From an optimization exercise on the open Yosys and OpenROAD flow, aimed at small area, a short achievable clock period and few clock cycles; shortcuts taken in it are not production practice. The RTL was checked by simulation tests, not by an equivalence proof against the original design. No activity file was given, so power comes from the tool's default toggle rates.

$ cat design/flow/flow/run.sh
#!/bin/bash
set -euo pipefail
bash standard.sh "BUFFER_PORTS_ARGS=-buffer_cell sky130_fd_sc_hd__buf_4" "SETUP_SLACK_MARGIN=6" finish > flow_make.log 2>&1
$ cat design/flow/standard.sh
#!/bin/bash
# synth_recipe.tcl (not shown) runs the flow's synth.tcl, then flattens the netlist and writes it again
# the make line also repeats each setting of config.mk as NAME=value (left out here)
make -C /OpenROAD-flow-scripts/flow DESIGN_CONFIG=/design/flow/config.mk WORK_HOME=/design/flow/orfs CLKGATE_MAP_FILE= SYNTH_SCRIPT=/design/flow/synth_recipe.tcl "${@:-finish}"
$ cat design/flow/config.mk
export PLATFORM = sky130hd
export DESIGN_NAME = MIPS_pipeline
export DESIGN_NICKNAME = MIPS_pipeline
export VERILOG_FILES = /design/flow/design.v
export SDC_FILE = /design/flow/constraint.sdc
export NUM_CORES = 8
export LEC_CHECK = 0
export CAP_MARGIN = 20
export CORE_MARGIN = 2
export CORE_UTILIZATION = 40
export CTS_CLUSTER_DIAMETER = 80
export CTS_CLUSTER_SIZE = 20
export SETUP_SLACK_MARGIN = 5
export SLEW_MARGIN = 20
$ cat design/flow/constraint.sdc
create_clock -name core_clock -period 9.5 [get_ports {clk}]
set_input_delay 1.9000 -clock core_clock [delete_from_list [all_inputs] [get_ports {clk}]]
set_output_delay 1.9000 -clock core_clock [all_outputs]
set_load 0.01 [all_outputs]
$ cat design/flow/design.v
module MIPS_pipeline (
    input clk, rst,
    output [31:0] imem_addr,
    input  [31:0] imem_rdata,
    output [31:0] dmem_addr,
    output [31:0] dmem_wdata,
    output dmem_rd_en,
    output dmem_wr_en,
    input  [31:0] dmem_rdata
);
    reg [31:0] pc, ras;
    reg [31:0] d_ir, d_pc;
    reg        d_v, d_pt, d_tok;           
    reg [31:0] e_a, e_b, e_op2, e_pc4, e_tgt;
    reg        e_inv, e_slt, e_jal, e_lw, e_sw, e_we;
    reg        e_beq, e_bne, e_jr, e_pt, e_tok;   
    reg        e_fam, e_fbm, e_ftm;       
    reg [4:0]  e_rd;
    reg [31:0] m_res, m_wdata;
    reg        m_lw, m_sw, m_we;
    reg [4:0]  m_rd;
    assign dmem_addr  = m_res;
    assign dmem_wdata = m_wdata;
    assign dmem_rd_en = m_lw;
    assign dmem_wr_en = m_sw;
    wire [31:0] m_wb = m_lw ? dmem_rdata : m_res;
    reg  [31:0] rf [1:31];
    wire [31:0] regs [0:31];
    assign regs[0] = 32'd0;
    genvar gi;
    generate
        for (gi = 1; gi < 32; gi = gi + 1) begin : g_rf
            always @(posedge clk)
                if (m_we && m_rd == gi) rf[gi] <= m_wb;
            assign regs[gi] = rf[gi];
        end
    endgenerate
    wire [31:0] x_a   = e_fam ? m_res : e_a;
    wire [31:0] x_op2 = e_fbm ? m_res : e_op2;
    wire [31:0] x_b   = e_ftm ? m_res : e_b;
    wire [32:0] sum   = {1'b0, x_a} + {1'b0, x_op2 ^ {32{e_inv}}} + {32'd0, e_inv};
    wire        lt    = ~sum[32];               
    wire [31:0] e_res = e_jal ? e_pc4 : e_slt ? {31'd0, lt} : sum[31:0];
    wire eq      = (x_a == x_b);
    wire taken   = e_beq ? eq : ~eq;            
    wire mis_br  = (e_beq | e_bne) & ((taken ^ e_pt) | (taken & ~e_tok));
    wire mis_jr  = e_jr & (x_a != d_pc);
    wire mis     = mis_br | mis_jr;
    wire [31:0] redirect = e_jr ? x_a : (taken ? e_tgt : e_pc4);
    wire [5:0]  op = d_ir[31:26];
    wire [5:0]  fn = d_ir[5:0];
    wire [4:0]  rs = d_ir[25:21];
    wire [4:0]  rt = d_ir[20:16];
    wire [4:0]  rd = d_ir[15:11];
    wire [31:0] simm = {{16{d_ir[15]}}, d_ir[15:0]};
    wire is_r    = (op == 6'b000000);
    wire f_add   = is_r & (fn == 6'b100000);
    wire f_sub   = is_r & (fn == 6'b100010);
    wire f_sltr  = is_r & (fn == 6'b101010);
    wire f_jr    = is_r & (fn == 6'b001000);
    wire f_addi  = (op == 6'b001000);
    wire f_slti  = (op == 6'b001010);
    wire f_lw    = (op == 6'b100011);
    wire f_sw    = (op == 6'b101011);
    wire f_beq   = (op == 6'b000100);
    wire f_bne   = (op == 6'b000101);
    wire f_jal   = (op == 6'b000011);
    wire [4:0] dest = f_jal ? 5'd31 : (is_r ? rd : rt);
    wire d_we    = (f_add | f_sub | f_sltr | f_addi | f_slti | f_lw | f_jal) & (dest != 5'd0);
    wire use_imm = f_addi | f_slti | f_lw | f_sw;
    wire use_rt  = is_r | f_beq | f_bne | f_sw;
    wire [31:0] d_pc4 = d_pc + 32'd4;
    wire [31:0] d_bt  = d_pc4 + {simm[29:0], 2'b00};
    wire fam = e_we & (e_rd == rs);
    wire ftm = e_we & (e_rd == rt);
    wire [31:0] rv_a = (m_we & (m_rd == rs)) ? m_wb : regs[rs];
    wire [31:0] rv_b = (m_we & (m_rd == rt)) ? m_wb : regs[rt];
    wire stall = d_v & e_lw & (fam | (ftm & use_rt));
    assign imem_addr = pc;
    wire [31:0] inst = imem_rdata;
    wire [5:0]  p_op = inst[31:26];
    wire p_br  = (p_op == 6'b000100) | (p_op == 6'b000101);
    wire p_j   = (p_op == 6'b000010) | (p_op == 6'b000011);
    wire p_jal = (p_op == 6'b000011);
    wire p_jr  = (p_op == 6'b000000) & (inst[5:0] == 6'b001000);
    wire [31:0] pc4  = pc + 32'd4;
    wire [3:0]  pc8h = pc[31:28] + {3'd0, &pc[27:3]};
    wire [14:0] blo  = {1'b0, pc[15:2]} + {1'b0, inst[13:0]} + 15'd1;
    wire p_tok = (inst[15:14] == 2'b00) ? ~blo[14] : (inst[15:14] == 2'b11) ? blo[14] : 1'b0;
    wire p_pt  = p_br & (p_op[0] | inst[15]);    
    wire [31:0] pred = p_jr ? ras :
                       p_j  ? {pc8h, inst[25:0], 2'b00} :
                       p_pt ? {pc[31:16], blo[13:0], pc[1:0]} : pc4;
    always @(posedge clk) begin
        if (!stall) begin
            d_ir <= inst;
            d_pc <= pc;
        end
        e_a   <= rv_a;
        e_b   <= rv_b;
        e_op2 <= use_imm ? simm : rv_b;
        e_pc4 <= d_pc4;
        e_tgt <= d_bt;
        m_res   <= e_res;
        m_wdata <= x_b;
    end
    always @(posedge clk or posedge rst) begin
        if (rst) begin
            pc <= 32'd0; ras <= 32'd0;
            d_v <= 1'b0; d_pt <= 1'b0; d_tok <= 1'b0;
            e_inv <= 1'b0; e_slt <= 1'b0; e_jal <= 1'b0; e_lw <= 1'b0; e_sw <= 1'b0; e_we <= 1'b0;
            e_beq <= 1'b0; e_bne <= 1'b0; e_jr <= 1'b0; e_pt <= 1'b0; e_tok <= 1'b0;
            e_fam <= 1'b0; e_fbm <= 1'b0; e_ftm <= 1'b0;
            e_rd <= 5'd0;
            m_lw <= 1'b0; m_sw <= 1'b0; m_we <= 1'b0; m_rd <= 5'd0;
        end else begin
            if (mis)         pc <= redirect;
            else if (!stall) pc <= pred;
            if (p_jal & ~mis & ~stall) ras <= pc4;
            if (mis)         begin d_v <= 1'b0; d_pt <= 1'b0; d_tok <= 1'b0; end
            else if (!stall) begin d_v <= 1'b1; d_pt <= p_pt; d_tok <= p_tok; end
            if (mis | stall | ~d_v) begin
                e_inv <= 1'b0; e_slt <= 1'b0; e_jal <= 1'b0; e_lw <= 1'b0; e_sw <= 1'b0; e_we <= 1'b0;
                e_beq <= 1'b0; e_bne <= 1'b0; e_jr <= 1'b0; e_pt <= 1'b0; e_tok <= 1'b0;
                e_fam <= 1'b0; e_fbm <= 1'b0; e_ftm <= 1'b0;
            end else begin
                e_inv <= f_sub | f_sltr | f_slti;
                e_slt <= f_sltr | f_slti;
                e_jal <= f_jal; e_lw <= f_lw; e_sw <= f_sw; e_we <= d_we;
                e_beq <= f_beq; e_bne <= f_bne; e_jr <= f_jr; e_pt <= d_pt; e_tok <= d_tok;
                e_fam <= fam;
                e_fbm <= ftm & ~use_imm;
                e_ftm <= ftm;
            end
            e_rd <= dest;
            m_lw <= e_lw; m_sw <= e_sw; m_we <= e_we; m_rd <= e_rd;
        end
    end
endmodule
==> notes.md <==
-- sequential cells by signal, indices dropped and copies added, names as in the netlist, 5 cells and up --
name,flops
d_pc,32
rf,992
d_ir,32
m_wdata,32
m_res,32
ras,32
m_rd,5
e_tgt,32
e_a,32
e_b,32
e_op2,32
e_rd,5
pc,32
e_pc4,30
-- how the worst max path moves through the flow --
| stage | startpoint | endpoint | slack, ps | cells past startpoint |
|---|---|---|---|---|
| finish | d_ir[20] | e_op2[29] | 5810 | 11 |
| global route | e_fbm | m_res[28] | 5800 | 16 |
| CTS | e_fam | m_res[30] | 5860 | 13 |
| detailed placement | e_fam | ras[20] | 4890 | 12 |
| global placement | e_fam | ras[27] | 4940 | 12 |
| floorplan | imem_rdata[0] | pc[14] | 5500 | 14 |
-- cell usage after synthesis (105+ instances only) --
cell type	count	area [um^2]
sky130_fd_sc_hd__nand4_1	112	701
sky130_fd_sc_hd__a22oi_1	440	3300
sky130_fd_sc_hd__a221oi_1	248	2170
sky130_fd_sc_hd__xor2_1	105	920
sky130_fd_sc_hd__xnor2_1	176	1540
sky130_fd_sc_hd__nand2_1	124	465
sky130_fd_sc_hd__mux2i_1	108	1080
sky130_fd_sc_hd__clkbuf_1	239	897
sky130_fd_sc_hd__nor2_1	196	736
sky130_fd_sc_hd__edfxtp_1	1056	31700
sky130_fd_sc_hd__dfxtp_1	222	4440
sky130_fd_sc_hd__a22o_1	248	2170
sky130_fd_sc_hd__nand3_1	183	916
-- cell type report --
type / count / area [um^2]
Fill cell: 13341 / 80500
Clock inverter: 16 / 255
Multi-Input combinational cell: 2859 / 23600
Sequential cell: 1372 / 38500
Inverter: 79 / 317
Antenna cell: 8 / 20.0
Timing Repair Buffer: 454 / 4000
Clock buffer: 115 / 2380
Tap cell: 2030 / 2540
-- per-layer routing --
metal	GRT usage [%]	routed length, um	part of all wire (%)
met5	0	195	0.066
met4	21.9	24200	8.2
met3	15.2	50600	17
met2	51.1	120000	41
met1	45.7	101000	34
-- metrics by stage --
stage,hold WS [ps],total power [mW],worst slack (ps),cells
floorplan,331,10.3,5500,4609
detailed placement,350,12.1,4890,6649
finish,345,16.5,5810,6933
global route,353,17.0,5800,6926
CTS,353,16.1,5860,6856
global placement,363,12.0,4940,6649
-- timing repair --
| action | in CTS | in global routing |
|---|---|---|
| pin swaps | 55 | 88 |
| hold buffers | 0 | 0 |
| endpoints found under the setup margin | 189 | 134 |
| setup buffers | 66 | 66 |
| gates resized for setup | 163 | 193 |
| cloned | 10 | 2 |
-- cell families after synthesis --
family          after synthesis  share of synthesized area [%]
xor+xnor                    281                           4.01
compound gates             1404                           17.7
flops                      1372                           62.7
fa+ha+maj                    84                           1.75
buf+inv                     378                           2.45
simple gates                854                           7.00
mux                         236                           4.32
-- worst register-to-register path, stage by stage, from the launching register on --
cell and delay (ps):
sky130_fd_sc_hd__edfxtp_1 530, sky130_fd_sc_hd__buf_4 190, sky130_fd_sc_hd__nand2b_4 120, sky130_fd_sc_hd__buf_4 170
sky130_fd_sc_hd__nor2_4 530, sky130_fd_sc_hd__buf_4 710, sky130_fd_sc_hd__a222oi_1 260, sky130_fd_sc_hd__nand4_1 130
sky130_fd_sc_hd__nor3_1 70, sky130_fd_sc_hd__buf_4 170, sky130_fd_sc_hd__o22ai_1 510, sky130_fd_sc_hd__mux2_2 280
-- power by group through the flow --
stage | Sequential (mW) | Combinational, mW | Clock (mW)
2_1_floorplan | 8.14 | 2.20 | 0
3_3_place_gp | 8.53 | 3.52 | 0
3_5_place_dp | 8.52 | 3.55 | 0
4_1_cts | 8.39 | 3.73 | 3.96
5_1_grt | 8.45 | 4.35 | 4.17
6_report | 8.44 | 4.12 | 3.98
==> notes.md <==
----------------------------------------------------
[Status]
  Outcome ... complete, no violations

[Synth]
  Post-Syn Area ... ~60000 um^2
  Ys flop type ... sky130_fd_sc_hd__edfxtp_1
  Yosys warning total ... 2
  Average size of a mapped cell ... approximately 13 um^2
  Portion of the post-synthesis area used by sequential elements ... ~63%
  Mapped Nets ... about 4800
  Number of register bits inferred by synthesis ... 1372
  Post-synth EDFFs ... about 1100
  Distinct cell type count of the synthesized netlist ... 76
  Fraction of registers with async set/reset ... ~6.9%
  Number of instances in the synthesized netlist ... ~4600

[Power]
  Fraction of power spent switching nets ... 33.4%
  Sequential share of power ... between 50% and 60%
  Cell internal pwr ... around 11 mW
  Combinational group share of total power ... between 20% and 30%
  Relative contribution of the clock network to total power ... between 20% and 30%
  Net Switching ... ~5.5 mW
  Peak supply drop ... between 0.15 and 0.2 mV
  Ratio of total power to cell area ... between 200 and 250 nW/um^2
  Leakage power summed over all cells ... between 20 and 25 nW

[Timing]
  Worst-margin pin slew ... between 1000 and 1500 ps
  Max frequency ... 271 MHz
  Number of max-slew violations in the final report ... 0
  Hold violation count in the final report ... 0
  Unrepaired setup endpoints after global routing ... true
  Post-layout min period ... between 3000 and 4000 ps
  Ratio of final minimum period to clock period ... 38.8%
  Final TNS setup ... 0 ps
  Worst Skew ... about 93 ps
  Final count of negative-setup-slack endpoints ... 0
  Max_slew headroom ... 12.4%

[Layout]
  Layout overhead on the synthesized area ... 16.7%
  Commonest non-fill, non-tap cell in the layout ... sky130_fd_sc_hd__edfxtp_1
  Fin area ... 71600 um^2
  Fraction of layout instances using a drive strength above 1 ... around a fifth
  Leading cell types in the layout, fill and taps excluded ... 1056 x sky130_fd_sc_hd__edfxtp_1, 438 x sky130_fd_sc_hd__a22oi_1, 397 x sky130_fd_sc_hd__buf_4, 248 x sky130_fd_sc_hd__a22o_1, 246 x sky130_fd_sc_hd__a221oi_1
  Net count, final ... 5000
  Fraction of the core area covered by cells at the end of the flow ... between 40 and 50%

[Floorplan]
  Placeable core region ... 152000 um^2
  Die area ... about 160000 um^2
  Starting Density ... about two fifths
  Number of top-level pins ... 164
  Die Width ... between 300 and 400 um
  Total number of placement rows ... ~140
  Die H ... between 300 and 400 um

[Min path]
  Min-Delay Path Depth ... 0
  Endpoint with the worst hold slack ... m_sw
  Worst hold path class ... flip-flop to flip-flop
  Worst Hold Launch ... e_sw

[Clocking]
  H-tree levels ... 3
  Inserted Clock Buffers ... between 80 and 90
  Clock slew at reported path FFs ... about 90 ps
  TritonCTS sink count ... 1372
  Clock tree from TritonCTS ... done
  Root Buffer Master ... sky130_fd_sc_hd__clkbuf_16
  Clock tree buffer depth ... 3
  Clock latency on the worst-skew pair ... 770 ps

[Critical path]
  Library cell contributing the largest single delay on the critical path ... sky130_fd_sc_hd__buf_4
  Slowest stage delay, CP ... about 700 ps
  Minimum setup slack among reg-to-reg paths ... around 5800 ps
  Cell-by-cell listing of the critical path ... buf_4 > nand2b_4 > buf_4 > nor2_4 > buf_4 > a222oi_1 > nand4_1 > nor3_1 > buf_4 > o22ai_1 > mux2_2
  Sort of element at the end of the critical path ... flip-flop
  Crit-path max FO ... 23
  Kind of critical path ... flip-flop to flip-flop
  Critical R2R Capture ... e_op2[29]
  Worst path bufs/invs ... 4
  Required time of the worst setup path ... between 10000 and 15000 ps
  Critical Path Source Type ... flip-flop
  Arrival time of the worst setup path ... around 4400 ps
  Top cell family by delay on the critical path ... buffers and inverters
  Launch point of the worst reg-to-reg path ... d_ir[20]
  Cell depth of the worst flop-to-flop path ... 11
  Critical path's most frequent cell ... sky130_fd_sc_hd__buf_4

[Placement]
  Count of port buffers added during placement ... 163
  Routability Congestion ... approximately 0.97
  Placed Instance Area ... around 66000 um^2
  Hpwl dp ... roughly 170000 um

[Routing]
  Via-to-Cell Ratio ... between 7 and 8
  1st-iter DRT viols ... 11204
  Per-cell routed wire length ... 42.6 um
  Vias ... approximately 52000
  Total wire length ... between 200000 and 300000 um
  Final ANT Viol Nets ... 0
  Remaining DRCs ... 0
  Router iterations before antenna repair ... 12

[Global route]
  Aggregate global routing overflow ... 0
  Global router's overall resource usage ... 36.1%
  Number of global-route vias before repair ... approximately 47000
  Largest net degree at the start of global routing ... 70
  Antenna violations before repair ... 17
  First-pass GRT wire length ... 394000 um

[Flow run]
  Max cap viols ... 0

----------------------------------------------------
Testbench counts, summed over its fixed seeds: cycles 46,525.

==> re-timing with driven ports <==
In the flow no input, the clock included, has a driving cell. The finished layout below was timed again as built, in two steps. Step 1 assumes that a clkbuf_16 drives the clock port and a buf_2 every other input. Step 2 also shifts input and output timing later by t, the mid clock arrival at the registers, as if the neighbouring blocks saw the same clock. Slacks: no drivers / after step 1 / after step 2; pairs: no drivers / after step 1.
shift t [ns]: 0.796
slack for setup (ns): 5.814 / 5.814 / 5.215
worst hold slack (ns): 0.345 / 0.345 / 0.345
worst register clock-pin slew, ns: 0.10 / 0.10
After both steps this run still meets setup and hold. The setup slack of this run moves by 0.000 ns with the drivers and by -0.599 ns with both steps.
